From an optimization exercise on the open Yosys and OpenROAD flow, aimed at small area; shortcuts taken in it are not production practice.
The RTL was checked by simulation tests, not by an equivalence proof against the original design.
Power and IR drop assume default switching activity.

// top
module top #(
    parameter CNT_MAX = 6'd63
) (
    input  wire clk,
    input  wire rst_n,
    input  wire [7:0] key,
    input  wire uart_rx,
    output wire uart_tx,
    output reg [4:0] state,
    input  uart_tx_rst_n,
    input  uart_rx_rst_n,
    input  send_one,
    input  send_two,
    input  wire [1:0] mode,
    output reg input_error,
    output uart_tx_work,
    output uart_rx_work,
    output work
);
assign work = rst_n;
assign uart_rx_work = uart_rx_rst_n;
assign uart_tx_work = uart_tx_rst_n;
localparam IDLE       = 5'b00001;
localparam MATRIX_IN  = 5'b00010;
localparam MATRIX_GEN = 5'b00100;
localparam MATRIX_DIS = 5'b01000;
localparam MATRIX_OP  = 5'b10000;
wire [7:0] rx_data;
wire rx_done;
uart_rx uart_rx_inst (
    .clk(clk), .rst_n(uart_rx_rst_n), .rx(uart_rx),
    .rx_data(rx_data), .rx_done(rx_done)
);
reg send_one_d1, send_one_d2;
always @(posedge clk or negedge uart_tx_rst_n) begin
    if (!uart_tx_rst_n) begin
        send_one_d1 <= 1'b0;
        send_one_d2 <= 1'b0;
    end else begin
        send_one_d1 <= send_one;
        send_one_d2 <= send_one_d1;
    end
end
wire send_flag = ~send_one_d1 & send_one_d2;
reg [5:0] cnt_20ms;
reg key_flag;
reg key_sync1, key_sync2;
always @(posedge clk or negedge uart_tx_rst_n) begin
    if (!uart_tx_rst_n) begin
        key_sync1 <= 1'b0;
        key_sync2 <= 1'b0;
        cnt_20ms  <= 6'd0;
        key_flag  <= 1'b0;
    end else begin
        key_sync1 <= send_two;
        key_sync2 <= key_sync1;
        if (!key_sync2)
            cnt_20ms <= 6'd0;
        else if (cnt_20ms != CNT_MAX)
            cnt_20ms <= cnt_20ms + 6'd1;
        key_flag <= (cnt_20ms == CNT_MAX - 6'd1);
    end
end
wire config_changed;
config_manager config_manager_inst (
    .clk(clk), .rst_n(rst_n), .dip_sw(key[1:0]), .config_changed(config_changed)
);
wire storage_rst_n = rst_n && !config_changed;
wire [4:0] ph;
reg [8:0] quiet_cnt;
  ...
Size in the first run: about 5000 cells after synthesis, roughly 2000 flip-flops, ~27 I/O pins, about 59000 um^2 of cells after synthesis.
==> flow/config.mk <==
export PLATFORM = sky130hd
export DESIGN_NAME = top
export DESIGN_NICKNAME = top
export VERILOG_FILES = /design/flow/design.v
export SDC_FILE = /design/flow/constraint.sdc
export NUM_CORES = 4
export LEC_CHECK = 0
export ABC_AREA = 1
export CAP_MARGIN = 0
export CORE_MARGIN = 2
export CORE_UTILIZATION = 75
export CTS_BUF_LIST = sky130_fd_sc_hd__clkbuf_8
export CTS_CLUSTER_DIAMETER = 50
export CTS_CLUSTER_SIZE = 16
export PLACE_DENSITY = 0.82
export SLEW_MARGIN = 0
==> flow/constraint.sdc <==
create_clock -name core_clock -period 44.0 [get_ports {clk}]
set_input_delay 8.8000 -clock core_clock [delete_from_list [all_inputs] [get_ports {clk}]]
set_output_delay 8.8000 -clock core_clock [all_outputs]
set_load 0.01 [all_outputs]
standard.sh (not shown) runs the stock make flow with config.mk's settings and CLKGATE_MAP_FILE= SYNTH_SCRIPT=/design/flow/synth_recipe.tcl, a recipe that flattens the netlist after the stock synthesis.
==> flow/flow/run.sh <==
#!/bin/bash
set -euo pipefail
export CTS_ARGS="-sink_clustering_enable -repair_clock_nets -dont_use_dummy_load -sink_clustering_size 16 -sink_clustering_max_diameter 50 -buf_list sky130_fd_sc_hd__clkbuf_8"
bash standard.sh > standard.log 2>&1
Change:
==> flow/flow/run.sh (replaced) <==
#!/bin/bash
set -euo pipefail
export RECOVER_POWER=100
export CTS_ARGS="-sink_clustering_enable -repair_clock_nets -dont_use_dummy_load -sink_clustering_size 16 -sink_clustering_max_diameter 50 -buf_list sky130_fd_sc_hd__clkbuf_8"
bash standard.sh > standard.log 2>&1
- CAP_MARGIN: 0 -> 20
- SLEW_MARGIN: 0 -> 20
Effect: The changed run ran to the end with violations: capacitance limit, slew limit. Setup slack degrades by 2.9 ns. Design area stays flat. Wire length hardly moves. Synthesized cell count does not change. Global-route usage is unchanged. Count of clock-buffer cells in the layout is unchanged. Sequential power barely changes. Non-clock buffer count rose by 2.
Change:
==> flow/flow/run.sh (replaced) <==
#!/bin/bash
set -euo pipefail
rm -rf myscripts
cp -r "$FLOW_HOME/scripts" myscripts
cp flow/abc_area.script myscripts/abc_area.script
export CTS_ARGS="-sink_clustering_enable -repair_clock_nets -dont_use_dummy_load -sink_clustering_size 16 -sink_clustering_max_diameter 50 -buf_list sky130_fd_sc_hd__clkbuf_8"
bash standard.sh "SCRIPTS_DIR=$PWD/myscripts" finish > standard.log 2>&1
==> flow/flow/abc_area.script (new file) <==
strash
&get -n
&deepsyn -T 60
&put
dch -f
map -a
strash
dch -f
map -a
strash
dch -f
amap
topo
- CORE_UTILIZATION: 75 -> 70
- PLACE_DENSITY: 0.82 -> 0.78
What happened:
- The new run completed without violations
- sequential power is about the same
- register-to-register slack gets worse by 0.13 ns
- power fell by 1.3%
- clock power fell by about 2%
- wire length fell by 14%
- clock skew fell by 0.030 ns
- worst setup slack gets better by 3.5 ns
- final area fell by 3.3%
- non-clock buffer count rose by 4
- flip-flop and latch count stays the same
Change:
==> flow/flow/abc_area.script (replaced) <==
strash
dch -f
map -a
strash
dch -f
map -a
strash
dch -f
amap
topo
- CORE_UTILIZATION: 70 -> 75
- PLACE_DENSITY: 0.78 -> 0.82
After rerunning: The changed run finished clean. Critical path depth stays the same. Via count goes up by 9.5%. Sequential power hardly moves. Register-to-register slack is worse by 0.42 ns.

* * *

== run D ==
Another version of the RTL of top (not shown whole).
Size in the first run: about 5300 cells after synthesis, about 2000 flip-flops, ~27 I/O pins, roughly 60000 sq um of cells after synthesis.
make LEC_CHECK=0 ABC_AREA=1 CAP_MARGIN=20 CORE_MARGIN=2 CORE_UTILIZATION=60 CTS_BUF_LIST=sky130_fd_sc_hd__clkbuf_8 CTS_CLUSTER_DIAMETER=50 CTS_CLUSTER_SIZE=16 PLACE_DENSITY=0.7 SLEW_MARGIN=20 finish   # period 44.0 ns
run.sh (not shown) runs the stock make flow with config.mk's settings and CLKGATE_MAP_FILE= SYNTH_SCRIPT=/design/flow/synth_recipe.tcl, a recipe that flattens the netlist after the stock synthesis.
Stock flow here: none of the scripts above is used.
Run D reached the final stage; the timing, design-rule and antenna checks on its layout passed.
Here is what was changed in the inputs of run Y compared with run D.
- a change of CTS_CLUSTER_SIZE from 16 to 28
- a change of CTS_BUF_LIST from sky130_fd_sc_hd__clkbuf_8 to sky130_fd_sc_hd__clkbuf_16
- a change of CTS_CLUSTER_DIAMETER from 50 to 70
--- outcome ---
On clock-buffer cell count, the higher figure sits with run D, not run Y.
Re placeable core area: no difference whatsoever between run Y and run D.
Compared run D against run Y; area of combinational cells with multiple inputs within noise.
Lower routed wire length was reported by run D, not run Y.
On final standard cell area without fillers, run D and run Y are basically level.
Clock share of power: run D and run Y compared, higher one is run Y

* * *

exp/ember:
top with an RTL version that a note above also has.
For scale: about 5000 cells after synthesis, ~2000 flip-flops, roughly 27 I/O pins.
==> flow/config.mk <==
export PLATFORM = sky130hd
export DESIGN_NAME = top
export DESIGN_NICKNAME = top
export VERILOG_FILES = /design/flow/design.v
export SDC_FILE = /design/flow/constraint.sdc
export NUM_CORES = 4
export LEC_CHECK = 0
export ABC_AREA = 1
export CAP_MARGIN = 20
export CORE_MARGIN = 2
export CORE_UTILIZATION = 70
export CTS_BUF_LIST = sky130_fd_sc_hd__clkbuf_8
export CTS_CLUSTER_DIAMETER = 40
export CTS_CLUSTER_SIZE = 20
export PLACE_DENSITY = 0.78
export SLEW_MARGIN = 20
==> flow/constraint.sdc <==
create_clock -name core_clock -period 44.0 [get_ports {clk}]
set_input_delay 8.8000 -clock core_clock [delete_from_list [all_inputs] [get_ports {clk}]]
set_output_delay 8.8000 -clock core_clock [all_outputs]
set_load 0.01 [all_outputs]
exp/ember | stages: all done | timing, DRC, antenna: all pass
Inputs modified between exp/ember and exp/pepper:
- CTS_CLUSTER_SIZE: 20 -> 16
- PLACE_DENSITY: 0.78 -> 0.82
- CORE_UTILIZATION: 70 -> 75
- CTS_CLUSTER_DIAMETER: 40 -> 50
==> flow/flow/run.sh (new file) <==
#!/bin/bash
set -euo pipefail
export CTS_ARGS="-sink_clustering_enable -repair_clock_nets -dont_use_dummy_load -sink_clustering_size 16 -sink_clustering_max_diameter 50 -buf_list sky130_fd_sc_hd__clkbuf_8"
bash standard.sh > standard.log 2>&1
==> flow/standard.sh (new file) <==
#!/bin/bash
# synth_recipe.tcl (not shown) runs the flow's synth.tcl, then flattens the netlist and writes it again
# the make line also repeats each setting of config.mk as NAME=value (left out here)
make -C /OpenROAD-flow-scripts/flow DESIGN_CONFIG=/design/flow/config.mk WORK_HOME=/design/flow/orfs CLKGATE_MAP_FILE= SYNTH_SCRIPT=/design/flow/synth_recipe.tcl "${@:-finish}"
removed: flow/run.sh
Results
From exp/ember to exp/pepper the numbers moved as follows: routed wire length shows an increase of 7.4%, area growth from synthesis to layout shows a reduction of 2.7 points, layout buffer count excluding clock buffers shows a reduction of 1, utilization shows an increase of 3.7 points. exp/pepper completed end to end with timing, DRC and antenna clean. exp/pepper vs exp/ember: power down by a little under 10%. For the met1 usage in global routing, exp/pepper came in 2.7 points higher than exp/ember did. Clock insertion delay at the later pin of the skew report: exp/pepper < exp/ember. Diff exp/ember -> exp/pepper | share of power burned in the clock network | decrease of 6.0 points. met3 capacity usage during global routing in exp/pepper is 2.2 points above exp/ember.
Setup changes, exp/pepper to exp/onyx
- swapping 0.82 for 0.7 in PLACE_DENSITY
- swapping 75 for 60 in CORE_UTILIZATION
==> comparison <==
- Taking exp/pepper as the reference point, the clock network area share of exp/onyx rises by 0.15 points.
- [compare] base=exp/pepper new=exp/onyx: initial core utilization shrank by 16 points, fmax went up 0.34 MHz.
[inputs] exp/xenon vs exp/onyx
- PLACE_DENSITY: 0.7 -> 0.82
- CORE_UTILIZATION: 60 -> 75
==> flow/run.sh (new file) <==
#!/bin/bash
# synth_recipe.tcl (not shown) runs the flow's synth.tcl, then flattens the netlist and writes it again
# the make line also repeats each setting of config.mk as NAME=value (left out here)
make -C /OpenROAD-flow-scripts/flow DESIGN_CONFIG=/design/flow/config.mk WORK_HOME=/design/flow/orfs CLKGATE_MAP_FILE= SYNTH_SCRIPT=/design/flow/synth_recipe.tcl finish
removed: flow/flow/run.sh
removed: flow/standard.sh
Notes after the runs:
Summary: with exp/onyx as the reference, number of cell instances on the worst register-to-register path in exp/xenon moved up by more than 10%. Relative to exp/onyx, exp/xenon degrades switching power of the nets. exp/xenon reports its topmost layer with routed signal wires as met5 while exp/onyx reports met4. Going from exp/onyx to exp/xenon, maximum cell stage delay along the critical path moved up, signed area change from the synthesized netlist to the final layout moved up, total design power moved up, proportion of power drawn by the clock network moved up, final worst-path cycle share level.

port drivers added, routing unchanged:
No port has a modelled driver above. Below, the same layouts with a new extraction and two added sets of constraints.
Step 1 (the two cells are an assumption about what drives the block):
set clk [get_ports {clk}]
set_driving_cell -lib_cell sky130_fd_sc_hd__clkbuf_16 $clk
set_driving_cell -lib_cell sky130_fd_sc_hd__buf_2 [delete_from_list [all_inputs] $clk]
Step 2 times the ports against the registers' clock, not the clock port: input delays grow and output delays shrink by t, the midpoint of the rising clock arrivals with the driver on.
Slacks: ideal / step 1 / step 2; pairs: ideal / step 1.
run | shift t [ns] | setup slack, ns | slew at the worst register clock pin (ns) | cell pins on the clock port's net
the first run of note 1 | 0.847 | 24.404 / 24.382 / 24.382 | 0.11 / 0.11 | 1
the second run of note 1 | 0.849 | 21.471 / 21.401 / 21.401 | 0.11 / 0.11 | 1
the third run of note 1 | 0.837 | 25.000 / 24.978 / 24.978 | 0.10 / 0.10 | 1
the fourth run of note 1 | 0.881 | 24.995 / 24.974 / 24.974 | 0.11 / 0.11 | 1
run D | 0.916 | 25.020 / 24.998 / 24.998 | 0.11 / 0.11 | 1
run Y | 0.756 | 25.019 / 24.997 / 24.997 | 0.10 / 0.10 | 1
exp/ember | 0.942 | 25.032 / 25.010 / 25.010 | 0.12 / 0.12 | 1
exp/pepper | 0.849 | 24.863 / 24.824 / 24.824 | 0.11 / 0.11 | 1
exp/onyx | 0.867 | 24.987 / 24.960 / 24.960 | 0.10 / 0.10 | 1
exp/xenon | 0.923 | 24.986 / 24.947 / 24.947 | 0.11 / 0.11 | 1
For the second run of note 1, which loses most, drivers alone change the setup slack by -0.070 ns; drivers and shift together by -0.070 ns.
